Background: an optimization exercise with open tools, aiming at small area. Do not read the settings as production practice. Only simulation tests tie the RTL to the original design; equivalence was not proved. The clock cells of runs 4 to 6 come from the design's own scripts or RTL, not from TritonCTS. The clock input has no modelled driver; a real chip could not lean on it and would need a root buffer or a full tree. Power is estimated from default activity; no workload was simulated.

## config.mk

```make
export PLATFORM = sky130hd
export DESIGN_NAME = sdram_ctrl
export DESIGN_NICKNAME = sdram_ctrl
export VERILOG_FILES = /design/flow/design.v
export SDC_FILE = /design/flow/constraint.sdc
export NUM_CORES = 4
export LEC_CHECK = 0
export CAP_MARGIN = 20
export CORE_MARGIN = 2
export CORE_UTILIZATION = 70
export SLEW_MARGIN = 20
```

## constraint.sdc

```tcl
create_clock -name core_clock -period 10.0 [get_ports {sdram_clk}]
set_input_delay 2.0000 -clock core_clock [delete_from_list [all_inputs] [get_ports {sdram_clk}]]
set_output_delay 2.0000 -clock core_clock [all_outputs]
set_load 0.01 [all_outputs]
```

## design.v

```verilog
module sdram_ctrl #(
    parameter CLK_FREQ_MHZ	= 100,	 
    parameter POWERUP_DELAY	= 200,	 
    parameter REFRESH_MS	= 64,	 
    parameter BURST_LENGTH	= 8,	 
    parameter ROW_WIDTH	    = 13,	 
    parameter COL_WIDTH	    = 9,	 
    parameter BA_WIDTH	    = 2,	 
    parameter tCAC		    = 2,	 
    parameter tRAC		    = 5,	 
    parameter tRP		    = 2,	 
    parameter tRC		    = 7,	 
    parameter tMRD		    = 2	     
)
(
    input			        sdram_rst,
    input			        sdram_clk,
    output	[BA_WIDTH-1:0]	ba_o,
    output		            [12:0]  a_o,
    output			        cs_n_o,
    output			        ras_n_o,
    output			        cas_n_o,
    output			        we_n_o,
    output reg	[15:0]	    dq_o,
    output reg	[1:0]	    dqm_o,
    input		[15:0]	    dq_i,
    output		        	dq_oe_o,
    output			        cke_o,
    output			        idle_o,
    input		[31:0]	    adr_i,
    output reg	[31:0]	    adr_o,
    input		[15:0]	    dat_i,
    output reg	[15:0]	    dat_o,
    input		[1:0]	    sel_i,
    input			        acc_i,
    output		        ack_o,
    input			        we_i
);
    localparam [3:0]
        INIT_POWERUP  = 4'b0000,
        INIT_PRE      = 4'b0001,
        INIT_REF      = 4'b0010,
        INIT_PGM_MODE = 4'b0011,
        WRITE         = 4'b0101,
        ACTIVATE      = 4'b0110,
        PRE           = 4'b0111,
        IDLE          = 4'b1000,
        PRE_ALL       = 4'b1001,
        REF           = 4'b1010,
        READ          = 4'b1100,
        READ_READ     = 4'b1101,
        READ_PRE      = 4'b1110,
        READ_ACT      = 4'b1111;
    reg  [3:0]  state;
    reg  [3:0]  cc;
    reg  [10:0] rc;
    reg         rq;              
    reg         we_r;
    reg  [12:0] row_active[3:0];
    reg  [3:0]  bank_active;
    reg  [12:0] a;
    reg  [1:0]  ba;
    reg         ras_n, cas_n, we_n;
    wire s_init  = ~state[3] & ~state[2];
    wire s_pwr   = s_init & ~state[1] & ~state[0];
    wire s_ipre  = s_init & ~state[1] &  state[0];
    wire s_iref  = s_init &  state[1] & ~state[0];
    wire s_ipgm  = s_init &  state[1] &  state[0];
    wire s_write = ~state[3] & state[2] & ~state[1];
    wire s_act   = ~state[3] & state[2] &  state[1] & ~state[0];
    wire s_pre   = ~state[3] & state[2] &  state[1] &  state[0];
    wire s_idle  =  state[3] & ~state[2] & ~state[1] & ~state[0];
    wire s_pall  =  state[3] & ~state[2] &  state[0];
    wire s_ref   =  state[3] & ~state[2] &  state[1];
    wire s_read  =  state[3] &  state[2];
    wire [1:0] ns = state[1:0];      
    wire c_eq2 = ~cc[3] & ~cc[2] & cc[1] & ~cc[0];  
    wire c_ge2 = cc[3] | cc[2] | cc[1];             
    wire c_gt2 = c_ge2 & ~c_eq2;                    
    wire c_ge7 = cc[3] | (cc[2] & cc[1] & cc[0]);   
    wire c_9   = cc[3] & cc[0];                     
    wire [1:0]  curr_bank = adr_i[24:23];
    wire [12:0] curr_row = adr_i[22:10];
    wire bact = bank_active[curr_bank];
    wire hit = bact & (row_active[curr_bank] == curr_row);
    wire any_active = |bank_active;
    wire tdet      = (rc == 11'd66);
    wire ns_idle   = (ns == 2'd0);
    wire rfsh      = s_idle & rq;
    wire rd_end    = s_read & c_9;
    wire disp      = (s_idle & ~rq) | s_write | (rd_end & ns_idle);
    wire chw       = s_read & c_ge7 & ~c_9 & ns_idle;
    wire d_wr      = disp & acc_i & hit & we_i;
    wire d_rd      = disp & acc_i & hit & ~we_i;
    wire d_pre     = disp & acc_i & ~hit & bact;
    wire d_act     = disp & acc_i & ~bact;
    wire ch_rd     = chw & acc_i & hit & ~we_i;
    wire ch_pre    = chw & acc_i & bact & ~(hit & ~we_i);
    wire ch_act    = chw & acc_i & ~bact;
    wire act_done  = s_act & cc[1];
    wire pre_done  = s_pre & (cc[1] | cc[0]);
    wire pall_done = s_pall & (cc[1] | cc[0]);
    wire ref_done  = s_ref & cc[2] & cc[1];
    wire pwr_done  = s_pwr & tdet & cc[3] & cc[0];
    wire ipre_done = s_ipre & cc[1] & cc[0];
    wire iref_ref  = s_iref & cc[3];
    wire mrs       = s_iref & ~rc[4] & cc[2] & cc[1] & cc[0];
    wire ipgm_done = s_ipgm & cc[1] & cc[0];
    wire wr_go   = d_wr | (act_done & we_r);
    wire rd_go   = d_rd | (act_done & ~we_r) | ch_rd;
    wire pre_go  = d_pre | ch_pre;
    wire act_go  = d_act | ch_act | pre_done;
    wire pall_go = (rfsh & any_active) | pwr_done;
    wire ref_go  = (rfsh & ~any_active) | pall_done | ipre_done | iref_ref;
    wire dqm_zero = rd_go | (s_read & (~c_ge7 | (ns == 2'd1)));
    assign cs_n_o  = 1'b0;
    assign cke_o   = 1'b1;
    assign ras_n_o = ras_n;
    assign cas_n_o = cas_n;
    assign we_n_o  = we_n;
    assign a_o     = {a[12:11], ~ras_n & (we_n ? a[10] : cas_n & state[0] & ~state[2]), a[9:0]};
    assign ba_o    = ba;
    assign idle_o  = state[3] & ~state[2];
    assign ack_o   = dq_oe_o | (s_read & ~cc[3] & ~cc[2] & cc[1] & cc[0]);
    assign dq_oe_o = ras_n & ~cas_n & ~we_n;
    always @(posedge sdram_clk) begin
        if (sdram_rst) begin
            ras_n <= 1'b1;
            cas_n <= 1'b1;
            we_n <= 1'b1;
            dqm_o <= 2'b11;
        end else begin
            ras_n <= ~(act_go | pre_go | pall_go | ref_go | mrs);
            cas_n <= ~(rd_go | wr_go | ref_go | mrs);
            we_n <= ~(wr_go | pre_go | pall_go | mrs);
            dqm_o <= wr_go ? ~sel_i : {2{~dqm_zero}};
        end
    end
    always @(posedge sdram_clk) begin
        if (sdram_rst)
            dq_o <= 0;
        else if (wr_go)
            dq_o <= dat_i;
    end
    always @(posedge sdram_clk) begin
        if (sdram_rst)
            ba <= 0;
        else if (s_idle | d_wr | d_rd | ch_rd)
            ba <= curr_bank;
    end
    always @(posedge sdram_clk) begin
        if (sdram_rst)
            a <= 0;
        else if (act_go)
            a <= curr_row;
        else if (wr_go | rd_go) begin
            a[12:11] <= adr_i[12:11];
            a[9:0] <= adr_i[10:1];
        end else if (mrs)
            a <= 13'h0223;
    end
    always @(posedge sdram_clk) begin
        if ((disp & acc_i & hit & (s_idle | we_i)) | act_done | (s_read & c_eq2))
            adr_o <= adr_i;
        else if (s_read & c_gt2)
            adr_o[3:1] <= adr_o[3:1] + 3'd1;
    end
    always @(posedge sdram_clk)
        if (s_read & c_ge2)
            dat_o <= dq_i;
    always @(posedge sdram_clk)
        if (disp | chw)
            we_r <= we_i;
    genvar gb;
    generate
        for (gb = 0; gb < 4; gb = gb + 1) begin : g_bank
            always @(posedge sdram_clk) begin
                if (sdram_rst | pall_done | (pre_done & (curr_bank == gb)))
                    bank_active[gb] <= 1'b0;
                else if (act_done & (curr_bank == gb))
                    bank_active[gb] <= 1'b1;
            end
        end
    endgenerate
    always @(posedge sdram_clk)
        if (act_done)
            row_active[curr_bank] <= curr_row;
    always @(posedge sdram_clk) begin
        if (sdram_rst)
            cc <= 4'd0;
        else if (s_idle | s_write | pwr_done | ipre_done | iref_ref | mrs |
                 pre_done | pall_done | act_done | (rd_end & ns_idle))
            cc <= 4'd0;
        else if (rd_end)
            cc <= {2'b00, cc[1], ~cc[1]};
        else if (chw & acc_i & ~cc[3])
            cc <= 4'd10;
        else
            cc <= cc + {3'd0, ~s_pwr | tdet};
    end
    always @(posedge sdram_clk) begin
        if (sdram_rst)
            rc <= 11'd745;
        else if (mrs | rfsh)
            rc <= 11'd233;
        else
            rc <= {rc[9:0], rc[10] ^ rc[8]};
        if (mrs | rfsh)
            rq <= 1'b0;
        else if (tdet)
            rq <= 1'b1;
    end
    always @(posedge sdram_clk) begin
        if (sdram_rst)
            state <= INIT_POWERUP;
        else if (pwr_done)
            state <= INIT_PRE;
        else if (ipre_done)
            state <= INIT_REF;
        else if (mrs)
            state <= INIT_PGM_MODE;
        else if (ipgm_done | ref_done)
            state <= IDLE;
        else if (rfsh)
            state <= any_active ? PRE_ALL : REF;
        else if (pall_done)
            state <= REF;
        else if (pre_done)
            state <= ACTIVATE;
        else if (act_done)
            state <= we_r ? WRITE : READ;
        else if (rd_end & ~ns_idle)
            state <= (ns == 2'd1) ? READ : (ns == 2'd2) ? PRE : ACTIVATE;
        else if (ch_rd)
            state <= READ_READ;
        else if (ch_pre)
            state <= READ_PRE;
        else if (ch_act)
            state <= READ_ACT;
        else if (disp) begin
            if (d_pre)
                state <= PRE;
            else if (d_act)
                state <= ACTIVATE;
            else if (d_wr & ~rd_end)
                state <= WRITE;
            else if (d_rd & ~rd_end)
                state <= READ;
            else
                state <= IDLE;
        end
    end
endmodule
```

## flow/run.sh

```bash
#!/bin/bash
# The standard layout (standard.sh) with:
#  - the standard flow's synthesis script, but ABC maps for area (flow/abc_area.script)
#  - sky130_fd_sc_hd__buf_1 as the port buffers
#  - a clock tree of clkbuf_4 without dummy loads, with the leaf buffers that
#    drive many flip-flops upsized after CTS (flow/clk_fix.tcl)
# ORFS writes each step's log under orfs/logs; make's output is in make_finish.log.
set -euo pipefail
here=$(pwd)
{
  echo "set ::area_abc_script $here/flow/abc_area.script"
  cat flow/abc_override.tcl
  cat synth_recipe.tcl
} > area_synth.tcl
bash standard.sh \
  "SYNTH_SCRIPT=$here/area_synth.tcl" \
  "BUFFER_PORTS_ARGS=-buffer_cell sky130_fd_sc_hd__buf_1" \
  "CTS_ARGS=-sink_clustering_enable -repair_clock_nets -buf_list sky130_fd_sc_hd__clkbuf_4 -dont_use_dummy_load" \
  "POST_CTS_TCL=$here/flow/clk_fix.tcl" \
  finish > make_finish.log 2>&1
```

## flow/abc_area.script

```
&get -n
&st
&deepsyn -J 200
&dch
&nf -a -R 1000
&put
```

## flow/abc_override.tcl

```tcl
# Run Yosys's abc with an area-oriented ABC script in place of the one the
# ORFS synthesis script passes; everything else in the synthesis is unchanged.
proc abc {args} {
  set i [lsearch -exact $args -script]
  if {$i >= 0} { lset args [expr {$i + 1}] $::area_abc_script }
  yosys abc {*}$args
}
```

## flow/clk_fix.tcl

```tcl
set_propagated_clock [all_clocks]
set cf_limit 0.110
set cf_next [dict create sky130_fd_sc_hd__clkbuf_4 sky130_fd_sc_hd__clkbuf_8 sky130_fd_sc_hd__clkbuf_8 sky130_fd_sc_hd__clkbuf_16]
for {set cf_pass 0} {$cf_pass < 4} {incr cf_pass} {
  estimate_parasitics -placement
  set cf_up {}
  foreach inst [get_cells -filter "ref_name =~ sky130_fd_sc_hd__clkbuf_*"] {
    set out [get_pins -of_objects $inst -filter "direction == output"]
    set leaf 0
    foreach p [get_pins -of_objects [get_nets -of_objects $out] -filter "direction == input"] {
      if {![string match sky130_fd_sc_hd__clkbuf_* [get_property [get_cells -of_objects $p] ref_name]]} { set leaf 1 }
    }
    set slew [get_property $out slew_max]
    set ref [get_property $inst ref_name]
    puts "clk_fix: pass $cf_pass [get_full_name $inst] $ref leaf $leaf estimated slew $slew"
    if {$leaf && $slew > $cf_limit && [dict exists $cf_next $ref]} { lappend cf_up $inst }
  }
  if {[llength $cf_up] == 0} { break }
  foreach inst $cf_up {
    set ref [dict get $cf_next [get_property $inst ref_name]]
    replace_cell $inst $ref
    puts "clk_fix: [get_full_name $inst] -> $ref"
  }
}
detailed_placement
check_placement -verbose
estimate_parasitics -placement
```

## standard.sh

```bash
#!/bin/bash
# synth_recipe.tcl (not shown) runs the flow's synth.tcl, then flattens the netlist and writes it again
# the make line also repeats each setting of config.mk as NAME=value (left out here)
make -C /OpenROAD-flow-scripts/flow DESIGN_CONFIG=/design/flow/config.mk WORK_HOME=/design/flow/orfs CLKGATE_MAP_FILE= SYNTH_SCRIPT=/design/flow/synth_recipe.tcl "${@:-finish}"
```

==> impl_metrics.csv, run 1 <==
group,metric,value,unit
status,run_status,"complete, no violations",
floorplan,dieArea,0.00942,sq mm
floorplan,core_region_area,0.00830,sq mm
placed_design,port_buffers,156,
yosys,dominant_combinational_cell_family_by_area_after_synthesis,"compound AO/OA/AOI/OAI gates",
timing,final-hold-violation-count,0,
critical_path,path_class,"input port to flop",
placed_design,gp_congestion,0.943,
yosys,synth_mux_area_share,0.186,%
critical_path,worst-endpoint-arrival,6.44,ns
critical_path,crit_fanout,16,
min_path,whs_path_depth,1,
route,routed-via-count,4671,
yosys,async_flop_share,0,%
job,maxCapViolations,0,
min_path,terminating_pin_of_the_worst_hold_path,"rc[7]",
global_routing,grt_antenna_before_repair,0,
placed_design,place_hpwl,9.94,mm
cts,clock_sink_count,161,
yosys,synth_seq_cells,161,
yosys,synth.yosys.seq_area_share,69.9,%
cts,clock_insertion_delay_worst_skew,0.56,ns
critical_path,regToRegStartpoint,"row_active[1][2]",
finish,area_delta_synth_final,13.8,%
floorplan,std_cell_rows,33,
yosys,synth_top_cells_by_area,"edfxtp_1, dfxtp_1, o22ai_1",
global_routing,grt_pass1_vias,4471,
yosys,synth_compound_gate_area_share,13.4,%
yosys,netlist_area,0.00606,sq mm
global_routing,gr-total-overflow,0,
route,viasPerCell,6.33,
power,vdd_ir_drop_max,0.141,mV
yosys,yosysWarningCount,1,
timing,setup_ws,4.00,ns
timing,finalSetupViolations,0,
route,drt_first_iter_violations,546,
critical_path,startpoint_type,"input port",
critical_path,worstPathRequired,10.44,ns
placed_design,placed_cells_incl_taps,720,
route,wire_per_inst,20.1,um
floorplan,floorplan.initialDensity,73.0,%
route,antenna_left,0,
yosys,ys_types,44,
min_path,hp-start,"rc[6]",
critical_path,timing.reg2reg.setup_slack,6.09,ns
timing,min_period_over_period,60.0,%
critical_path,timing.rr.end,"state[0]",
critical_path,end_kind,"flop",
yosys,synth_top_area_share,50.1,%
yosys,cells_after_synthesis,471,
cts,cts_tree,"yes",
yosys,synth_nets,544,
yosys,most_used_dff_post_synth,"edfxtp_1",
yosys,synth_simple_gate_area_share,11.5,%
finish,multi_input_comb_area,0.00167,sq mm
finish,post_route_cells_drive_above_1_share,3.48,%
timing,finalCriticalPeriod,6.00,ns
placed_design,dp_worst_setup_slack,3.78,ns
global_routing,grt_pass1_wl,22.7,mm
floorplan,die_width,97.0,um
route,totalWireLength,14.8,mm
yosys,post-synth-top-area-cell,"edfxtp_1",
yosys,synth-xor-area-share,1.45,%
floorplan,io_pins,159,
yosys,post_synth_fa_ha_maj_area_fraction,0.619,%
timing,clock.fmax,167,MHz
finish,filler_cell_count,463,
timing,fin_setup_tns,0,ns
global_routing,grt_max_degree,35,
critical_path,reg2regPathDepth,16,
finish,sequential_area,0.00423,sq mm
finish,insertedDiodeCount,0,
min_path,worst_hold_path_type,"flop to flop",
yosys,synth_enable_flop_cells,101,
route,drc,0,
finish,finish.net_count,708,
global_routing,groute.usage.overall,31.1,%
route,firstDrtPassIters,6,
yosys,synthesis.area_per_instance,12.9,sq um
cts,clk_transition_reported_paths,0.10,ns
timing,rsz0062_at_grt,"no",
finish,fin_cells,738,
power,power_density,173,mW/mm^2
timing,max_slew.worst_pin.slew,1.09,ns
floorplan,die_h,97.0,um
timing,drv_slew,0,
timing,maxSlewHeadroom,27.4,%
power,power_leakage,2.26,nW
timing,clock-skew-final,0.0379,ns
==> where the power goes <==
part | switching (mW) | internal (mW)
combinational | 0.0991 | 0.0554
clock | 0.185 | 0.103
sequential | 0.0258 | 0.725
==> layout by cell type (no fill, tap or decap), drive strengths merged, types with 2 or more instances in the layout <==
master,n
a2111oi,2
a21o,3
a21oi,12
a221oi,2
a222oi,8
a22o,18
a22oi,2
a31oi,2
a32o,2
and2,10
buf,159
clkbuf,17
clkinv,18
conb,2
dfxtp,60
edfxtp,101
ha,3
nand2,23
nand2b,11
nand3,7
nand4,2
nor2,56
nor3,16
nor4,7
nor4b,3
o21ai,19
o21bai,2
o22ai,34
o41ai,2
or2,5
or3,3
xnor2,4
xor2,6
==> per-stage QoR <==
stage          area [sq um]  hold WS (ns)  utilization, %  power, mW
2_1_floorplan          6060         0.402               -      0.862
3_3_place_gp           6700         0.421            80.7      0.903
3_5_place_dp           6700         0.425            80.7      0.912
5_1_grt                6890         0.453            83.1       1.24
6_report               6890         0.420            83.1       1.19
==> synth_stat cells, types with 10 or more instances <==
cell type and instances:
o21ai_0 19, a22o_1 18, edfxtp_1 101, nor3_1 16
and2_0 10, buf_4 14, dfxtp_1 60, nand2b_1 11
nor2_1 56, o22ai_1 34, a21oi_1 12, nand2_1 23
clkinv_1 18
==> worst max path at each step <==
stage / start / endpoint / slack, ns / depth (start not counted)
final: adr_i[23] / state[0] / 4.00 / 17
after global routing: adr_i[23] / state[0] / 3.69 / 17
after detailed placement: adr_i[23] / state[0] / 3.78 / 16
after global placement: adr_i[23] / state[0] / 4.08 / 17
after floorplan: adr_i[23] / adr_o[2] / 3.24 / 10
==> routing by layer <==
| metal | GRT usage (%) | routed length, um | vias to the layer above |
|---|---|---|---|
| met5 | 0 | 0 | - |
| met4 | 14.3 | 571 | 0 |
| met3 | 8.96 | 1490 | 55 |
| met2 | 52.4 | 7540 | 359 |
| met1 | 37.2 | 5210 | 2151 |
| li1 | - | - | 2106 |
==> cells by family after synthesis <==
logic type      Yosys count
mux                       1
fa+ha+maj                 3
flops                   161
buf+inv                  32
compound gates          116
other cells               2
simple gates            146
xor+xnor                 10
==> flip-flops by register name, indices dropped and copies added, names as in the netlist <==
name / count
dqm_o: 2
bank_active: 4
cc: 4
we_r: 1
dat_o: 16
row_active: 52
state: 4
ba: 2
a: 13
ras_n: 1
adr_o: 32
we_n: 1
cas_n: 1
rc: 11
dq_o: 16
rq: 1
==> area by class of cell <==
type	count	area share, %
sequential	161	61.4
multi-input combinational	278	24.2
timing repair buffer	159	9.11
clock buffer	17	2.40
inverter	18	0.980
tap	105	1.91
==> worst max-delay path: stages <==
cell	delay [ns]
buf_1	0.21
or2_0	0.87
o22ai_1	0.31
nor2_1	0.30
xor2_1	0.17
nor4_1	0.07
and4_1	0.18
and3_1	0.24
nor2_1	0.30
and2_0	0.39
nand2b_1	0.13
nor2_1	0.59
a21oi_1	0.18
xor2_1	0.16
nor2_1	0.06
a211oi_1	0.20
nor2_1	0.05
==> run 2: changes to the inputs <==
--- a/config.mk
+++ b/config.mk
@@ -9,3 +9,3 @@
 export CORE_MARGIN = 2
-export CORE_UTILIZATION = 70
+export CORE_UTILIZATION = 60
 export SLEW_MARGIN = 20
==> run 2 against run 1 <==
  * Core utilization down 12 points
  * Worst setup slack better by 0.17 ns
  * Synthesized cell count unchanged
  * Worst hold slack better by 0.034 ns
  * Die area up 16%
==> impl_metrics.csv, run 2 <==
group,metric,value,unit
finish,most-common-layout-cells,"buf_1, edfxtp_1, dfxtp_1, nor2_1, o22ai_1",
yosys,synthMostInstantiatedCell,"edfxtp_1",
finish,design_area,0.00692,sq mm
global_routing,grt_antenna_before_repair,0,
cts,clock_insertion_delay_worst_skew,0.53,ns
timing,final-hold-violation-count,0,
cts,clk_transition_reported_paths,0.09,ns
floorplan,die_width,104,um
yosys,synth_enable_flop_cells,101,
yosys,ys_top_cells_by_count,"edfxtp_1, dfxtp_1, nor2_1",
yosys,synth.yosys.seq_area_share,69.9,%
power,power.total,1.18,mW
route,wire_per_inst,17.4,um
route,totalWireLength,13.3,mm
timing,fin_setup_tns,0,ns
timing,finalCriticalPeriod,5.83,ns
floorplan,io_pins,159,
timing,finalSetupViolations,0,
yosys,netlist_area,0.00606,sq mm
route,routed-via-count,4407,
floorplan,floorplan.initialDensity,62.0,%
global_routing,grt_max_degree,35,
yosys,ys_types,44,
cts,cts_tree,"yes",
finish,largest_reg_flops,52,
route,drt_first_iter_violations,349,
finish,post_route_cells_drive_above_1_share,3.63,%
yosys,synth_simple_gate_area_share,11.5,%
global_routing,grt_pass1_vias,4339,
placed_design,dp_worst_setup_slack,3.73,ns
yosys,cells_after_synthesis,471,
yosys,synthesis.area_per_instance,12.9,sq um
yosys,synth_top_area_share,50.1,%
floorplan,die_h,104,um
yosys,post_synth_fa_ha_maj_area_fraction,0.619,%
critical_path,timing.critical_path.buf_inv,1,
floorplan,std_cell_rows,36,
finish,largest-register,"row_active",
global_routing,grt_pass1_wl,21.3,mm
route,drc,0,
timing,max_slew.worst_pin.slew,1.02,ns
yosys,synth_top_cells_by_area,"edfxtp_1, dfxtp_1, o22ai_1",
timing,drv_slew,0,
cts,clock_sink_count,161,
critical_path,crit_fanout,16,
yosys,post-synth-top-area-cell,"edfxtp_1",
critical_path,worstPathRequired,10.39,ns
min_path,worst_hold_path_type,"flop to flop",
finish,area_delta_synth_final,14.2,%
placed_design,placed_cell_area,0.00673,sq mm
route,viasPerCell,5.75,
timing,clock.fmax,172,MHz
yosys,synth_seq_cells,161,
timing,setup_ws,4.17,ns
timing,min_period_over_period,58.3,%
finish,finish.net_count,708,
yosys,synth_compound_gate_area_share,13.4,%
timing,finalHoldWorstSlack,0.455,ns
yosys,synth_nets,544,
critical_path,worst-endpoint-arrival,6.22,ns
timing,rsz0062_at_grt,"no",
yosys,synth-xor-area-share,1.45,%
floorplan,core_region_area,0.00977,sq mm
timing,maxSlewHeadroom,31.6,%
placed_design,gp_congestion,0.871,
power,power_density,170,mW/mm^2
yosys,async_flop_share,0,%
placed_design,port_buffers,156,
critical_path,timing.critical_path.cells,"buf_1, or2_0, o22ai_1, or3_1, o221ai_1, nor4b_1, and3_1, nor2_1, and2_0, nand2b_1, nor2_1, a21oi_1, xor2_1, nor2_1, a211oi_1, nor2_1",
critical_path,slowest_delay,0.80,ns
timing,clock-skew-final,0.0397,ns
placed_design,place_hpwl,9.37,mm
job,maxCapViolations,0,
finish,insertedDiodeCount,0,
route,antenna_left,0,
power,vdd_ir_drop_max,0.0883,mV
yosys,synth_mux_area_share,0.186,%
floorplan,dieArea,0.0109,sq mm
yosys,most_used_dff_post_synth,"edfxtp_1",
global_routing,gr-total-overflow,0,
route,firstDrtPassIters,5,
critical_path,worst_path_most_repeated_cell,"nor2_1",
global_routing,groute.usage.overall,25.3,%
critical_path,startpoint_type,"input port",
critical_path,path_delay_family,"simple AND/OR/NAND/NOR gates",
critical_path,end_kind,"flop",
status,run_status,"complete, no violations",
critical_path,path_class,"input port to flop",
power,power_leakage,2.25,nW
yosys,dominant_combinational_cell_family_by_area_after_synthesis,"compound AO/OA/AOI/OAI gates",
finish,biggestRegsByFlops,"row_active (52), adr_o (32)",
finish,layout.cells.most_common,"buf_1",
yosys,yosysWarningCount,1,
critical_path,cell_at_the_slowest_stage_of_the_critical_path,"or2_0",
[run 2: where the power goes]
group	internal (mW)	total, mW	leakage, nW	switching [mW]
sequential	0.725	0.749	1.40	0.0249
combinational	0.0554	0.149	0.769	0.0937
clock	0.0946	0.277	0.0886	0.182
[run 2: logic make-up (layout without fill, tap and decap cells)]
group	Yosys count	in the layout
compound gates	116	116
flops	161	161
other cells	2	2
mux	1	1
simple gates	146	146
buf+inv	32	194
xor+xnor	10	10
fa+ha+maj	3	3
[run 2: path summary, 6_finish.rpt]
check            start       end  slack, ns  cells after the start
max          adr_i[24]  state[0]       4.17                     16
min reg2reg      rc[5]     rc[6]       0.45                      1
min              rc[5]     rc[6]       0.45                      1
max reg2reg   state[2]  state[0]       6.05                     15
[run 2: worst register-to-register path: cells and delay by family (launching register included)]
family / cells / cell delay (ns)
AO/OA/AOI/OAI: 5 / 0.93
XOR/XNOR: 1 / 0.17
flip-flops: 1 / 0.62
AND/OR/NAND/NOR: 9 / 2.10
[run 2: metrics by stage]
stage	utilization, %	std cells
2_1_floorplan	-	471
3_3_place_gp	68.9	748
3_5_place_dp	68.9	748
5_1_grt	70.8	766
6_report	70.8	766
[run 2: per-layer routing]
metal  track usage [%]  wire (um)  up-vias
met4              10.0        257        0
li1                  -          -     2113
met3              6.45        776       26
met1              31.3       5330     2096
met5                 0          0        -
met2              42.5       6980      172
[run 2: layout make-up]
type	instances	area (sq um)
fillers	718	2860
multi-input cells	278	1670
repair buffers	159	628
clock buffers	17	153
flip-flops and latches	161	4230
inverters	18	67.6
well taps	133	166
==> run 3: changes to the inputs <==
--- a/config.mk
+++ b/config.mk
@@ -7,5 +7,5 @@
 export LEC_CHECK = 0
-export CAP_MARGIN = 20
+export CAP_MARGIN = 0
 export CORE_MARGIN = 2
 export CORE_UTILIZATION = 60
-export SLEW_MARGIN = 20
+export SLEW_MARGIN = 0
==> run 3 against run 2 <==
  * Still clean on timing, DRC and antenna
  * Critical path depth unchanged
  * First-iteration DRC count decreased by 1.7%
  * Final area shrank 0.47%
  * Largest cell class unchanged
==> impl_metrics.csv, run 3 <==
group,metric,value,unit
finish,insertedDiodeCount,0,
power,p_sw,303,uW
yosys,most_used_dff_post_synth,"edfxtp_1",
power,sw_frac_of_total,25.7,%
status,run_status,"complete, no violations",
yosys,ys_types,44,
timing,clock.fmax,170,MHz
critical_path,startpoint_type,"input port",
route,wire_per_inst,17.6,um
critical_path,timing.critical_path.cells,"buf_1, or2_0, o22ai_1, or3_1, o221ai_1, nor4b_1, and3_1, nor2_1, and2_0, nand2b_1, nor2_1, a21oi_1, xor2_1, nor2_1, a211oi_1, nor2_1",
timing,drv_slew,0,
timing,final-hold-violation-count,0,
timing,max_slew.worst_pin.slew,1.18,ns
yosys,synthMostInstantiatedCell,"edfxtp_1",
critical_path,regToRegStartpoint,"state[2]",
critical_path,worstPathRequired,10.40,ns
yosys,synth_nets,544,
yosys,netlist_area,0.00606,sq mm
yosys,async_flop_share,0,%
timing,maxSlewHeadroom,21.1,%
timing,finalSetupViolations,0,
global_routing,grt_antenna_before_repair,0,
floorplan,core_region_area,0.00977,sq mm
placed_design,port_buffers,156,
power,pwr-share-clk,23.6,%
cts,clock_insertion_delay_worst_skew,0.53,ns
global_routing,groute.usage.overall,25.3,%
yosys,yosysWarningCount,1,
cts,clk_transition_reported_paths,0.09,ns
finish,biggestRegsByFlops,"row_active (52), adr_o (32)",
yosys,synth_enable_flop_cells,101,
route,antenna_left,0,
floorplan,std_cell_rows,36,
placed_design,place_hpwl,9.37,mm
yosys,synth_top_cells_by_area,"edfxtp_1, dfxtp_1, o22ai_1",
cts,cts_tree,"yes",
critical_path,path_class,"input port to flop",
finish,largest_reg_flops,52,
timing,clock-skew-final,0.0363,ns
route,firstDrtPassIters,6,
yosys,synthesis.area_per_instance,12.9,sq um
timing,min_period_over_period,58.7,%
timing,finalCriticalPeriod,5.87,ns
power,combinationalPowerShare,12.7,%
global_routing,gr-total-overflow,0,
power,vdd_ir_drop_max,0.0886,mV
power,power.total,1.18,mW
critical_path,crit_path_start,"adr_i[24]",
power,pwr-share-seq,63.7,%
timing,fin_setup_tns,0,ns
finish,largest-register,"row_active",
finish,multi_input_comb_area,0.00166,sq mm
floorplan,die_width,104,um
timing,setup_ws,4.13,ns
yosys,ys_top_cells_by_count,"edfxtp_1, dfxtp_1, nor2_1",
global_routing,grt_max_degree,35,
critical_path,crit_fanout,16,
global_routing,grt_pass1_vias,4339,
critical_path,end_kind,"flop",
critical_path,path_delay_family,"simple AND/OR/NAND/NOR gates",
floorplan,die_h,104,um
critical_path,cell_at_the_slowest_stage_of_the_critical_path,"or2_0",
finish,most-common-layout-cells,"buf_1, edfxtp_1, dfxtp_1, nor2_1, o22ai_1",
route,totalWireLength,13.5,mm
yosys,cells_after_synthesis,471,
finish,layout.cells.most_common,"buf_1",
finish,area_delta_synth_final,13.6,%
critical_path,slowest_delay,0.80,ns
power,power_density,171,mW/mm^2
route,viasPerCell,5.78,
yosys,post-synth-top-area-cell,"edfxtp_1",
critical_path,timing.critical_path.buf_inv,1,
finish,sequential_area,0.00423,sq mm
global_routing,grt_pass1_wl,21.3,mm
power,power_leakage,2.24,nW
power,cellInternalPower,874,uW
yosys,synth_seq_cells,161,
floorplan,io_pins,159,
route,drt_first_iter_violations,343,
job,maxCapViolations,0,
floorplan,floorplan.initialDensity,62.0,%
yosys,synth_top_area_share,50.1,%
min_path,worst_hold_path_type,"flop to flop",
finish,post_route_cells_drive_above_1_share,3.16,%
finish,filler_cell_count,720,
timing,rsz0062_at_grt,"no",
route,routed-via-count,4425,
finish,finish.net_count,707,
floorplan,dieArea,0.0109,sq mm
cts,clock_sink_count,161,
critical_path,worst_path_most_repeated_cell,"nor2_1",
critical_path,worst-endpoint-arrival,6.27,ns
placed_design,dp_worst_setup_slack,3.73,ns
placed_design,gp_congestion,0.871,
yosys,synth.yosys.seq_area_share,69.9,%
route,drc,0,
min_path,hp-start,"rc[5]",
run 3: logic make-up after synthesis:
group / after synthesis / share of synthesized area [%]
flip-flops: 161 / 69.9
AO/OA/AOI/OAI: 116 / 13.4
adder cells (fa/ha/maj): 3 / 0.620
other: 2 / 0.124
AND/OR/NAND/NOR: 146 / 11.5
buffers and inverters: 32 / 2.85
multiplexers: 1 / 0.186
XOR/XNOR: 10 / 1.45
run 3: worst register-to-register path, stage by stage (launching register included):
cell      delay (ns)
dfxtp_1         0.64
o21ai_0         0.17
a41o_1          0.29
nand2_1         0.08
o21ai_0         0.10
and2_0          0.24
and3_1          0.23
nor2_1          0.30
and2_0          0.44
nand2b_1        0.13
nor2_1          0.63
a21oi_1         0.18
xor2_1          0.17
nor2_1          0.06
a211oi_1        0.20
nor2_1          0.05
run 3: power groups by stage:
stage               logic, mW  registers (mW)  clock network, mW
floorplan               0.103           0.759                  0
global placement        0.143           0.765                  0
detailed placement      0.148           0.763                  0
global route            0.168           0.753              0.306
finish                  0.149           0.750              0.278
run 3: routing by layer:
| metal | track usage [%] | wire length, um |
|---|---|---|
| met5 | 0 | 0 |
| met4 | 10.0 | 255 |
| met3 | 6.45 | 905 |
| met2 | 42.5 | 6910 |
| met1 | 31.3 | 5400 |
run 3: per-stage QoR:
step / instances / hold WS [ns] / utilization, % / cell area (sq um)
after floorplan: 471 / 0.402 / - / 6060
after global placement: 748 / 0.420 / 68.9 / 6730
after detailed placement: 748 / 0.430 / 68.9 / 6730
after global routing: 765 / 0.477 / 70.4 / 6890
final: 765 / 0.454 / 70.4 / 6890
run 3: area by class of cell:
class / count / area share (%)
inverters: 18 / 0.981
clock buffers: 17 / 2.22
repair buffers: 158 / 8.72
flip-flops and latches: 161 / 61.5
well taps: 133 / 2.42
multi-input cells: 278 / 24.2
run 3: worst paths after layout:
check                                end  slack [ns]  depth (start not counted)
worst max register to register  state[0]        5.98                         15
worst max-delay path            state[0]        4.13                         16
worst min-delay path               rc[6]        0.45                          1
worst min register to register     rc[6]        0.45                          1
==> run 4: changes to the inputs <==
--- a/flow/run.sh
+++ b/flow/run.sh
@@ -4,4 +4,5 @@
 #  - sky130_fd_sc_hd__buf_1 as the port buffers
-#  - a clock tree of clkbuf_4 without dummy loads, with the leaf buffers that
-#    drive many flip-flops upsized after CTS (flow/clk_fix.tcl)
+#  - after CTS, a balanced two-level clock tree of clkbuf_4 in place of the
+#    one CTS built, with leaf buffers whose slew is high upsized
+#    (flow/clk_hook.tcl)
 # ORFS writes each step's log under orfs/logs; make's output is in make_finish.log.
@@ -18,3 +19,3 @@
   "CTS_ARGS=-sink_clustering_enable -repair_clock_nets -buf_list sky130_fd_sc_hd__clkbuf_4 -dont_use_dummy_load" \
-  "POST_CTS_TCL=$here/flow/clk_fix.tcl" \
+  "POST_CTS_TCL=$here/flow/clk_hook.tcl" \
   finish > make_finish.log 2>&1
==> flow/abc_area.script (replaced) <==
&get -n
&st
&deepsyn -J 200
&dch -f
&nf -a -R 1000
&st
&dch
&nf -a -R 1000
&put
==> flow/clk_hook.tcl (new file) <==
# POST_CTS_TCL hook: rebuild the clock tree (flow/clk_tree.tcl), then upsize
# any leaf buffer whose slew is high (flow/clk_fix.tcl).
set ct_levels 4
set ct_leaf sky130_fd_sc_hd__clkbuf_4
set ct_root sky130_fd_sc_hd__clkbuf_4
source [file join [file dirname [info script]] clk_tree.tcl]
source [file join [file dirname [info script]] clk_fix.tcl]
==> flow/clk_tree.tcl (new file) <==
# Replace the clock tree CTS built with a balanced two-level one: the
# flip-flops are split by placement into 2^ct_levels groups of nearly equal
# size (halves alternately by x and by y); each group gets a ct_leaf buffer
# at its centroid, and a ct_root buffer at the centre of all flip-flops
# drives the leaves from the clock port. Then the placement is legalized.
set ct_block [ord::get_db_block]
set ct_port_net [$ct_block findNet sdram_clk]
set ct_master [[ord::get_db] findMaster $ct_leaf]
# flip-flops and their clock pins
set ct_sinks {}
foreach inst [$ct_block getInsts] {
  set ck [$inst findITerm CLK]
  if {$ck eq "NULL" || $ck eq ""} { continue }
  set bb [$inst getBBox]
  lappend ct_sinks [list $inst [expr {([$bb xMin] + [$bb xMax]) / 2}] [expr {([$bb yMin] + [$bb yMax]) / 2}]]
}
puts "clk_tree: [llength $ct_sinks] flip-flops"
# remove the clock buffers CTS inserted, and their nets
set ct_old_nets {}
foreach inst [$ct_block getInsts] {
  if {[string match sky130_fd_sc_hd__clkbuf_* [[$inst getMaster] getName]] && [string match clkbuf_* [$inst getName]]} {
    foreach it [$inst getITerms] {
      set n [$it getNet]
      if {$n ne "NULL" && $n ne "" && [$n getName] ne "sdram_clk"} { lappend ct_old_nets $n }
      $it disconnect
    }
    odb::dbInst_destroy $inst
  }
}
foreach s $ct_sinks { [[lindex $s 0] findITerm CLK] disconnect }
foreach n [lsort -unique $ct_old_nets] { if {[llength [$n getITerms]] == 0} { odb::dbNet_destroy $n } }
# split the flip-flops in halves, alternately by x and by y, ct_levels times
set ct_groups [list $ct_sinks]
for {set l 0} {$l < $ct_levels} {incr l} {
  set idx [expr {$l % 2 == 0 ? 1 : 2}]
  set ng {}
  foreach g $ct_groups {
    set srt [lsort -integer -index $idx $g]
    set h [expr {[llength $srt] / 2}]
    lappend ng [lrange $srt 0 [expr {$h - 1}]] [lrange $srt $h end]
  }
  set ct_groups $ng
}
# the root buffer, if any, at the centre of all flip-flops
set ct_feed $ct_port_net
if {$ct_root ne ""} {
  set sx 0; set sy 0
  foreach s $ct_sinks { incr sx [lindex $s 1]; incr sy [lindex $s 2] }
  set rb [odb::dbInst_create $ct_block [[ord::get_db] findMaster $ct_root] clkbuf_flat_root]
  $rb setLocation [expr {$sx / [llength $ct_sinks]}] [expr {$sy / [llength $ct_sinks]}]
  $rb setPlacementStatus PLACED
  set ct_feed [odb::dbNet_create $ct_block clknet_flat_root]
  $ct_feed setSigType CLOCK
  [$rb findITerm A] connect $ct_port_net
  [$rb findITerm X] connect $ct_feed
}
set ct_i 0
foreach g $ct_groups {
  set sx 0; set sy 0
  foreach s $g { incr sx [lindex $s 1]; incr sy [lindex $s 2] }
  set cx [expr {$sx / [llength $g]}]; set cy [expr {$sy / [llength $g]}]
  set buf [odb::dbInst_create $ct_block $ct_master clkbuf_flat_$ct_i]
  $buf setLocation $cx $cy
  $buf setPlacementStatus PLACED
  set net [odb::dbNet_create $ct_block clknet_flat_$ct_i]
  $net setSigType CLOCK
  [$buf findITerm A] connect $ct_feed
  [$buf findITerm X] connect $net
  foreach s $g { [[lindex $s 0] findITerm CLK] connect $net }
  puts "clk_tree: clkbuf_flat_$ct_i drives [llength $g] flip-flops at ($cx, $cy)"
  incr ct_i
}
detailed_placement
check_placement -verbose
set_propagated_clock [all_clocks]
estimate_parasitics -placement
foreach inst [get_cells clkbuf_flat_*] {
  puts "clk_tree: [get_full_name $inst] estimated slew [get_property [get_pins -of_objects $inst -filter {direction == output}] slew_max]"
}
--- a/config.mk
+++ b/config.mk
@@ -9,3 +9,3 @@
 export CORE_MARGIN = 2
-export CORE_UTILIZATION = 60
+export CORE_UTILIZATION = 75
 export SLEW_MARGIN = 0
==> run 4 against run 3 <==
  * Still clean on timing, DRC and antenna
  * Core utilization up 17 points
  * Die area shrank 19%
  * Register-to-register slack worse by 0.27 ns
  * Critical path type unchanged
  * Critical endpoint is now adr_o[3]
  * Largest cell class unchanged
==> impl_metrics.csv, run 4 <==
group,metric,value,unit
status,run_status,"complete, no violations",
finish,final_core_utilization,87.7,%
critical_path,end_kind,"flop",
critical_path,worst-endpoint-arrival,6.81,ns
cts,clock_sink_count,161,
finish,most-common-layout-cells,"buf_1, edfxtp_1, dfxtp_1, nor2_1, o22ai_1",
yosys,yosysWarningCount,1,
placed_design,place_hpwl,11.7,mm
critical_path,startpoint_type,"input port",
floorplan,die_width,93.8,um
floorplan,dieArea,0.00880,sq mm
route,routed-via-count,5025,
route,wire_per_inst,22.9,um
placed_design,port_buffers,156,
route,drt_first_iter_violations,752,
global_routing,gr-total-overflow,0,
critical_path,worst_path_most_repeated_cell,"nor2_1",
cts,clk_transition_reported_paths,0.10,ns
floorplan,io_pins,159,
route,viasPerCell,6.84,
timing,finalCriticalPeriod,6.59,ns
finish,biggestRegsByFlops,"row_active (52), adr_o (32)",
floorplan,core_region_area,0.00777,sq mm
finish,finish.net_count,708,
power,vdd_ir_drop_max,0.155,mV
yosys,synthesis.area_per_instance,12.8,sq um
critical_path,slowest_delay,1.01,ns
min_path,worst_hold_path_type,"flop to flop",
timing,clock-skew-final,0.0143,ns
timing,maxSlewHeadroom,11.5,%
yosys,post-synth-top-area-cell,"edfxtp_1",
timing,drv_slew,0,
finish,largest_reg_flops,52,
timing,rsz0062_at_grt,"no",
critical_path,timing.reg2reg.setup_slack,5.71,ns
floorplan,std_cell_rows,32,
yosys,synth_enable_flop_cells,101,
yosys,synth.yosys.seq_area_share,70.0,%
floorplan,die_h,93.8,um
yosys,async_flop_share,0,%
power,power_density,182,mW/mm^2
timing,final-hold-violation-count,0,
yosys,synth_nets,545,
critical_path,timing.critical_path.cells,"buf_1, or2_0, o22ai_1, nor2_1, clkinv_1, o2bb2ai_1, a221oi_1, o2111ai_1, nor4_1, nand4_1, nor2_1, nor2_1, o21ai_4, o21ai_0",
critical_path,timing.critical_path.buf_inv,2,
yosys,synth_seq_cells,161,
critical_path,path_delay_family,"compound AO/OA/AOI/OAI gates",
placed_design,gp_congestion,0.941,
route,totalWireLength,16.8,mm
timing,min_period_over_period,65.9,%
yosys,ys_types,47,
yosys,netlist_area,0.00605,sq mm
critical_path,crit_fanout,34,
yosys,cells_after_synthesis,472,
job,maxCapViolations,0,
yosys,synth_top_cells_by_area,"edfxtp_1, dfxtp_1, nor2_1",
route,firstDrtPassIters,5,
power,power_leakage,2.21,nW
finish,largest-register,"row_active",
finish,area_delta_synth_final,12.6,%
timing,max_slew.worst_pin.slew,1.32,ns
global_routing,grt_pass1_vias,4657,
critical_path,worstPathRequired,10.21,ns
global_routing,grt_pass1_wl,25.5,mm
yosys,most_used_dff_post_synth,"edfxtp_1",
timing,finalHoldWorstSlack,0.455,ns
yosys,synthMostInstantiatedCell,"edfxtp_1",
global_routing,grt_antenna_before_repair,0,
yosys,ys_top_cells_by_count,"edfxtp_1, dfxtp_1, nor2_1",
global_routing,groute.usage.overall,38.5,%
critical_path,cell_at_the_slowest_stage_of_the_critical_path,"o21ai_4",
global_routing,grt_max_degree,35,
cts,clock_insertion_delay_worst_skew,0.55,ns
timing,finalSetupViolations,0,
timing,fin_setup_tns,0,ns
timing,clock.fmax,152,MHz
route,drc,0,
critical_path,path_class,"input port to flop",
finish,insertedDiodeCount,0,
finish,post_route_cells_drive_above_1_share,3.16,%
yosys,synth_top_area_share,50.1,%
floorplan,floorplan.initialDensity,77.9,%
finish,layout.cells.most_common,"buf_1",
route,antenna_left,0,
==> run 4: changes by cell type after synthesis, moves of 2 or more <==
cell / change
nand2b_1: -7
xor2_1: -5
nand3_1: +3
or3_1: +3
a221oi_1: +2
a22oi_1: -2
and2_0: -2
mux2i_1: +2
nand4_1: +2
nor2_1: +2
nor4b_1: -2
o21ai_0: +2
==> run 4: worst paths after layout <==
path | start | end | depth (start not counted)
setup reg to reg | row_active[0][9] | adr_o[3] | 12
hold reg to reg | rc[6] | rc[7] | 1
hold / removal | rc[6] | rc[7] | 1
setup / recovery | adr_i[24] | adr_o[3] | 14
==> run 4: worst reg2reg max path, cell delays in order (launching register included) <==
cell,delay (ns)
edfxtp_1,0.34
o22ai_1,0.09
nor2_1,0.18
clkinv_1,0.13
o2bb2ai_1,0.17
a221oi_1,0.39
o2111ai_1,0.24
nor4_1,0.30
nand4_1,0.29
nor2_1,0.29
nor2_1,0.15
o21ai_4,1.01
o21ai_0,0.37
==> run 4: final cells by class <==
type / instances / area [sq um]
sequential: 161 / 4230
inverter: 19 / 71.3
multi-input combinational: 278 / 1650
tap: 102 / 128
buffer: 17 / 128
timing repair buffer: 158 / 601
fill: 349 / 956
==> run 4: kinds of logic after synthesis <==
family / after synthesis / share of synthesized area [%]
DFF: 161 / 70.0
and+or+nand+nor: 149 / 11.7
AOI/OAI and AO/OA: 115 / 13.2
buffers and inverters: 33 / 2.92
xor gates and xnor gates: 6 / 0.869
adders and majority gates: 3 / 0.621
muxes: 3 / 0.517
other: 2 / 0.124
==> run 4: metal layers <==
metal  vias up  routed length, um  global-route usage, %
met2       493               8600                   66.4
met4         0                800                   14.0
met3        99               1980                   6.42
li1       2118                  -                      -
met1      2315               5440                   49.5
met5         -                  0                      0
==> run 4: power by group <==
group / internal (mW) / total [mW] / switching (mW)
clock: 0.0776 / 0.259 / 0.181
combinational: 0.0716 / 0.205 / 0.134
sequential: 0.735 / 0.773 / 0.0379
==> run 4: metrics by stage <==
step	power (mW)	cell area (sq um)	worst slack (ns)	cells
5_1_grt	1.28	6810	3.19	735
2_1_floorplan	0.914	6050	3.18	472
3_5_place_dp	0.982	6680	3.28	718
6_report	1.24	6810	3.41	735
3_3_place_gp	0.968	6680	4.03	718
==> run 5: changes to the inputs <==
--- a/config.mk
+++ b/config.mk
@@ -9,3 +9,3 @@
 export CORE_MARGIN = 2
-export CORE_UTILIZATION = 75
+export CORE_UTILIZATION = 70
 export SLEW_MARGIN = 0
==> run 5 against run 4 <==
  * Still clean on timing, DRC and antenna
  * Final area rose by 0.15%
  * Die area rose by 6.8%
  * Critical path type unchanged
  * Clock skew grew 0.024 ns
  * Combinational power is 4% lower
  * Worst setup slack improved by 0.38 ns
  * Synthesized area stayed put
  * Sequential share of layout area decreased by 0.091 points
  * Critical path depth stayed put
  * First-iteration DRC count down 38%
  * Critical endpoint is now adr_o[2]
  * Maximum frequency rose by 6.1%
  * Clock power up 5%
==> impl_metrics.csv, run 5 <==
group,metric,value,unit
cts,clk_transition_reported_paths,0.11,ns
yosys,yosysWarningCount,1,
critical_path,end_kind,"flop",
finish,area_delta_synth_final,12.8,%
yosys,cells_after_synthesis,472,
yosys,post-synth-top-area-cell,"edfxtp_1",
critical_path,startpoint_type,"input port",
global_routing,grt_antenna_before_repair,0,
yosys,synthMostInstantiatedCell,"edfxtp_1",
yosys,synth.yosys.seq_area_share,70.0,%
timing,finalCriticalPeriod,6.21,ns
yosys,netlist_area,0.00605,sq mm
timing,clock.fmax,161,MHz
placed_design,placed_cells_incl_taps,721,
yosys,synth_enable_flop_cells,101,
finish,final_core_utilization,82.2,%
placed_design,place_hpwl,10.3,mm
floorplan,dieArea,0.00940,sq mm
route,totalWireLength,15.1,mm
yosys,synth_nets,545,
global_routing,groute.usage.overall,31.3,%
floorplan,floorplan.initialDensity,72.9,%
floorplan,io_pins,159,
finish,fin_cells,738,
timing,min_period_over_period,62.1,%
finish,layout.cells.most_common,"buf_1",
route,wire_per_inst,20.5,um
yosys,most_used_dff_post_synth,"edfxtp_1",
yosys,synth_seq_cells,161,
power,vdd_ir_drop_max,0.136,mV
critical_path,slowest_delay,0.96,ns
critical_path,path_class,"input port to flop",
critical_path,worstPathRequired,10.34,ns
power,power_leakage,2.21,nW
finish,finish.net_count,708,
critical_path,worst_path_most_repeated_cell,"nor2_1",
global_routing,grt_pass1_wl,23.5,mm
critical_path,timing.critical_path.cells,"buf_1, or2_0, o22ai_1, nor2_1, clkinv_1, o2bb2ai_1, a221oi_1, o2111ai_1, nor4_1, nand4_1, nor2_1, nor2_1, o21ai_4, mux2_1",
placed_design,placed_cell_area,0.00669,sq mm
timing,fin_setup_tns,0,ns
finish,post_route_cells_drive_above_1_share,3.16,%
route,antenna_left,0,
timing,clock-skew-final,0.0382,ns
route,viasPerCell,6.35,
power,power_density,182,mW/mm^2
critical_path,cell_at_the_slowest_stage_of_the_critical_path,"o21ai_4",
yosys,synthesis.area_per_instance,12.8,sq um
job,maxCapViolations,0,
timing,final-hold-violation-count,0,
timing,drv_slew,0,
finish,largest-register,"row_active",
placed_design,port_buffers,156,
timing,finalSetupViolations,0,
finish,biggestRegsByFlops,"row_active (52), adr_o (32)",
floorplan,std_cell_rows,33,
yosys,ys_top_cells_by_count,"edfxtp_1, dfxtp_1, nor2_1",
status,run_status,"complete, no violations",
yosys,async_flop_share,0,%
power,power.total,1.24,mW
route,drt_first_iter_violations,466,
floorplan,core_region_area,0.00830,sq mm
global_routing,grt_max_degree,35,
finish,insertedDiodeCount,0,
placed_design,gp_congestion,1.01,
critical_path,worst-endpoint-arrival,6.55,ns
finish,most-common-layout-cells,"buf_1, edfxtp_1, dfxtp_1, nor2_1, o22ai_1",
min_path,worst_hold_path_type,"flop to flop",
timing,max_slew.worst_pin.slew,1.15,ns
critical_path,crit_fanout,34,
timing,rsz0062_at_grt,"no",
finish,largest_reg_flops,52,
cts,clock_insertion_delay_worst_skew,0.58,ns
cts,clock_sink_count,161,
finish,design_area,0.00682,sq mm
timing,maxSlewHeadroom,23.0,%
route,routed-via-count,4689,
floorplan,die_width,97.0,um
route,firstDrtPassIters,6,
yosys,synth_top_cells_by_area,"edfxtp_1, dfxtp_1, nor2_1",
global_routing,gr-total-overflow,0,
floorplan,die_h,97.0,um
global_routing,grt_pass1_vias,4694,
yosys,synth_top_area_share,50.1,%
yosys,ys_types,47,
route,drc,0,
## run 5: power by group
| group | internal (mW) | switching (mW) |
|---|---|---|
| sequential | 0.735 | 0.0351 |
| clock | 0.0817 | 0.190 |
| combinational | 0.0717 | 0.125 |
## run 5: kinds of logic (layout without fill, tap and decap cells)
| kind of cell | Yosys count | count (layout) | share of synthesized area [%] |
|---|---|---|---|
| other cells | 2 | 2 | 0.124 |
| compound gates | 115 | 115 | 13.2 |
| xor+xnor | 6 | 6 | 0.869 |
| fa+ha+maj | 3 | 3 | 0.621 |
| simple gates | 149 | 149 | 11.7 |
| buf+inv | 33 | 194 | 2.92 |
| flops | 161 | 161 | 70.0 |
| mux | 3 | 3 | 0.517 |
## run 5: path summary, 6_finish.rpt
path                          from  endpoint  slack, ns  depth (start not counted)
setup / recovery         adr_i[23]  adr_o[2]       3.79                         14
hold / removal               rc[2]     rc[3]       0.46                          1
setup reg to reg  row_active[0][9]  adr_o[2]       6.01                         12
hold reg to reg              rc[2]     rc[3]       0.46                          1
## run 5: per-layer routing
layer / GRT usage (%) / up-vias / share of wire, %
li1: - / 2116 / -
met5: 0 / - / 0
met4: 12.5 / 0 / 3.3
met1: 38.2 / 2224 / 36
met3: 5.42 / 54 / 8.8
met2: 55.4 / 295 / 52
## run 5: area by class of cell
class,instances,area (sq um)
Inverter,19,71.3
Multi-Input combinational cell,278,1650
Tap cell,105,131
Timing Repair Buffer,158,601
Fill cell,455,1480
Sequential cell,161,4230
Buffer,17,134
## run 5: critical path, delay by kind of cell
| kind | cells | cell delay, ns |
|---|---|---|
| compound gates | 5 | 1.93 |
| mux | 1 | 0.40 |
| buf+inv | 2 | 0.34 |
| simple gates | 6 | 1.86 |
## run 5: per-stage QoR
| step | hold WS [ns] | setup WS [ns] |
|---|---|---|
| 2_1_floorplan | 0.407 | 3.18 |
| 3_3_place_gp | 0.421 | 4.00 |
| 3_5_place_dp | 0.427 | 3.57 |
| 5_1_grt | 0.489 | 3.58 |
| 6_report | 0.458 | 3.79 |
==> run 6: changes to the inputs <==
--- a/config.mk
+++ b/config.mk
@@ -9,3 +9,3 @@
 export CORE_MARGIN = 2
-export CORE_UTILIZATION = 70
+export CORE_UTILIZATION = 60
 export SLEW_MARGIN = 0
==> run 6 against run 5 <==
  * Final area grew 0.51%
  * Synthesized cell count unchanged
  * Global-route usage decreased by 6.1 points
  * Worst hold slack got worse by 0.0042 ns
  * Combinational power hardly changed
  * Maximum frequency is 9.5% higher
  * First-iteration DRC count is 40% lower
  * Critical endpoint unchanged
  * Largest power group unchanged
  * Highest routed layer unchanged
==> impl_metrics.csv, run 6 <==
group,metric,value,unit
critical_path,timing.reg2reg.setup_slack,6.52,ns
finish,largest-register,"row_active",
floorplan,die_width,104,um
global_routing,groute.usage.overall,25.2,%
critical_path,worstPathRequired,10.34,ns
critical_path,regToRegStartpoint,"row_active[1][9]",
route,antenna_left,0,
critical_path,startpoint_type,"input port",
critical_path,timing.critical_path.cells,"buf_1, or2_0, o22ai_1, nor2_1, clkinv_1, o2bb2ai_1, a221oi_1, o2111ai_1, nor4_1, nand4_1, nor2_1, nor2_1, o21ai_4, mux2_1",
cts,clock_insertion_delay_worst_skew,0.58,ns
job,maxCapViolations,0,
finish,final_core_utilization,70.1,%
yosys,synth_seq_cells,161,
finish,multi_input_comb_area,0.00165,sq mm
power,power_density,179,mW/mm^2
timing,finalSetupViolations,0,
global_routing,gr-total-overflow,0,
finish,most-common-layout-cells,"buf_1, edfxtp_1, dfxtp_1, nor2_1, o22ai_1",
yosys,most_used_dff_post_synth,"edfxtp_1",
timing,drv_slew,0,
global_routing,grt_antenna_before_repair,0,
critical_path,path_class,"input port to flop",
cts,clk_transition_reported_paths,0.10,ns
placed_design,place_hpwl,9.86,mm
placed_design,dp_worst_setup_slack,3.75,ns
timing,rsz0062_at_grt,"no",
yosys,yosysWarningCount,1,
placed_design,gp_congestion,0.970,
floorplan,core_region_area,0.00977,sq mm
floorplan,floorplan.initialDensity,61.9,%
power,vdd_ir_drop_max,0.114,mV
critical_path,worst-endpoint-arrival,6.01,ns
route,drt_first_iter_violations,281,
finish,layout.cells.most_common,"buf_1",
global_routing,grt_pass1_vias,4457,
critical_path,slowest_delay,0.92,ns
critical_path,crit_path_start,"adr_i[23]",
critical_path,timing.critical_path.buf_inv,2,
cts,clock_sink_count,161,
power,power_leakage,2.21,nW
global_routing,grt_pass1_wl,22.1,mm
yosys,synth_enable_flop_cells,101,
critical_path,cell_at_the_slowest_stage_of_the_critical_path,"o21ai_4",
yosys,post-synth-top-area-cell,"edfxtp_1",
route,firstDrtPassIters,5,
yosys,synthMostInstantiatedCell,"edfxtp_1",
yosys,synth_nets,545,
finish,finish.net_count,708,
critical_path,end_kind,"flop",
yosys,synthesis.area_per_instance,12.8,sq um
yosys,synth.yosys.seq_area_share,70.0,%
timing,clock.fmax,176,MHz
timing,clock-skew-final,0.0414,ns
floorplan,std_cell_rows,36,
critical_path,crit_fanout,34,
finish,biggestRegsByFlops,"row_active (52), adr_o (32)",
min_path,worst_hold_path_type,"flop to flop",
yosys,async_flop_share,0,%
critical_path,path_delay_family,"simple AND/OR/NAND/NOR gates",
finish,area_delta_synth_final,13.3,%
floorplan,io_pins,159,
power,power.total,1.23,mW
global_routing,grt_max_degree,35,
floorplan,dieArea,0.0109,sq mm
critical_path,reg2regPathDepth,12,
route,drc,0,
finish,post_route_cells_drive_above_1_share,3.16,%
finish,sequential_area,0.00423,sq mm
yosys,netlist_area,0.00605,sq mm
timing,finalHoldWorstSlack,0.454,ns
route,totalWireLength,13.9,mm
timing,fin_setup_tns,0,ns
route,wire_per_inst,18.1,um
status,run_status,"complete, no violations",
finish,largest_reg_flops,52,
timing,maxSlewHeadroom,26.1,%
finish,design_area,0.00686,sq mm
timing,min_period_over_period,56.7,%
critical_path,worst_path_most_repeated_cell,"nor2_1",
min_path,terminating_pin_of_the_worst_hold_path,"rc[7]",
min_path,hp-start,"rc[6]",
yosys,ys_top_cells_by_count,"edfxtp_1, dfxtp_1, nor2_1",
finish,insertedDiodeCount,0,
timing,max_slew.worst_pin.slew,1.10,ns
timing,finalCriticalPeriod,5.67,ns
placed_design,placed_cells_incl_taps,749,
finish,fin_cells,766,
yosys,synth_top_area_share,50.1,%
timing,setup_ws,4.33,ns
min_path,whs_path_depth,1,
yosys,cells_after_synthesis,472,
timing,final-hold-violation-count,0,
placed_design,port_buffers,156,
route,viasPerCell,5.86,
finish,filler_cell_count,742,
yosys,synth_top_cells_by_area,"edfxtp_1, dfxtp_1, nor2_1",
floorplan,die_h,104,um
critical_path,timing.rr.end,"adr_o[2]",
placed_design,placed_cell_area,0.00672,sq mm
route,routed-via-count,4491,
yosys,ys_types,47,
run 6: cell counts after synthesis:
Identical to the previous run, type by type.
run 6: worst register-to-register path: stages (launching register included):
cell and delay (ns):
edfxtp_1 0.36, o22ai_1 0.09, nor2_1 0.15, clkinv_1 0.09
o2bb2ai_1 0.13, a221oi_1 0.21, o2111ai_1 0.15, nor4_1 0.21
nand4_1 0.21, nor2_1 0.21, nor2_1 0.12, o21ai_4 0.92
mux2_1 0.38
run 6: kinds of logic (layout without fill, tap and decap cells):
| group | count (synthesis) | in the layout | synth area share, % |
|---|---|---|---|
| flops | 161 | 161 | 70.0 |
| simple gates | 149 | 149 | 11.7 |
| compound gates | 115 | 115 | 13.2 |
| buf+inv | 33 | 194 | 2.92 |
| xor+xnor | 6 | 6 | 0.869 |
| fa+ha+maj | 3 | 3 | 0.621 |
| mux | 3 | 3 | 0.517 |
| other cells | 2 | 2 | 0.124 |
run 6: final cells by class:
cell class              count  share of cell area [%]
flip-flops and latches    161                    61.8
multi-input cells         278                    24.1
repair buffers            158                    8.76
well taps                 133                    2.43
plain buffers              17                    1.95
inverters                  19                    1.04
run 6: routing by layer:
layer	part of all wire, %	vias up	track usage [%]
li1	-	2124	-
met1	39	2143	32.6
met2	51	188	44.4
met3	6.6	36	3.26
met4	2.8	0	7.92
met5	0	-	0
run 6: where the power goes:
group	internal, mW	total (mW)	switching [mW]
logic	0.0718	0.194	0.122
registers	0.735	0.770	0.0346
clock network	0.0816	0.265	0.184
run 6: how the worst max path moves through the flow:
| stage | endpoint | cells past startpoint | slack [ns] |
|---|---|---|---|
| floorplan | adr_o[2] | 13 | 3.18 |
| global placement | adr_o[2] | 14 | 3.94 |
| detailed placement | adr_o[2] | 14 | 3.75 |
| global route | adr_o[2] | 14 | 3.94 |
| finish | adr_o[2] | 14 | 4.33 |

[afterwards: timing with drivers on the ports]
Ports are ideal in the flow. The routed layouts listed here were re-timed in OpenROAD. Step 1 (the two cells are an assumption about what drives the block):
set clk [get_ports {sdram_clk}]
set_driving_cell -lib_cell sky130_fd_sc_hd__clkbuf_16 $clk
set_driving_cell -lib_cell sky130_fd_sc_hd__buf_2 [delete_from_list [all_inputs] $clk]
Step 2, shift: input delay + t, output delay - t, t = (earliest + latest rising clock arrival at the registers) / 2. This alone moves slack from input paths to output paths. a / b / c = ideal / step 1 / step 2; a / b = the first two.
| run | t, ns | slack for setup (ns) | worst setup path at the end | worst slew at a driven data input, ns |
|---|---|---|---|---|
| run 1 | 0.568 | 4.000 / 4.004 / 3.436 | input to register | 0.05 |
| run 2 | 0.540 | 4.173 / 4.180 / 3.640 | input to register | 0.04 |
| run 3 | 0.540 | 4.130 / 4.137 / 3.597 | input to register | 0.04 |
| run 4 | 0.580 | 3.406 / 3.417 / 2.837 | input to register | 0.05 |
| run 5 | 0.599 | 3.787 / 3.792 / 3.193 | input to register | 0.05 |
| run 6 | 0.591 | 4.328 / 4.334 / 3.743 | input to register | 0.04 |
After both steps setup and hold are still met in every run listed. For run 5, which loses most, drivers alone change the setup slack by +0.005 ns; drivers and shift together by -0.594 ns.
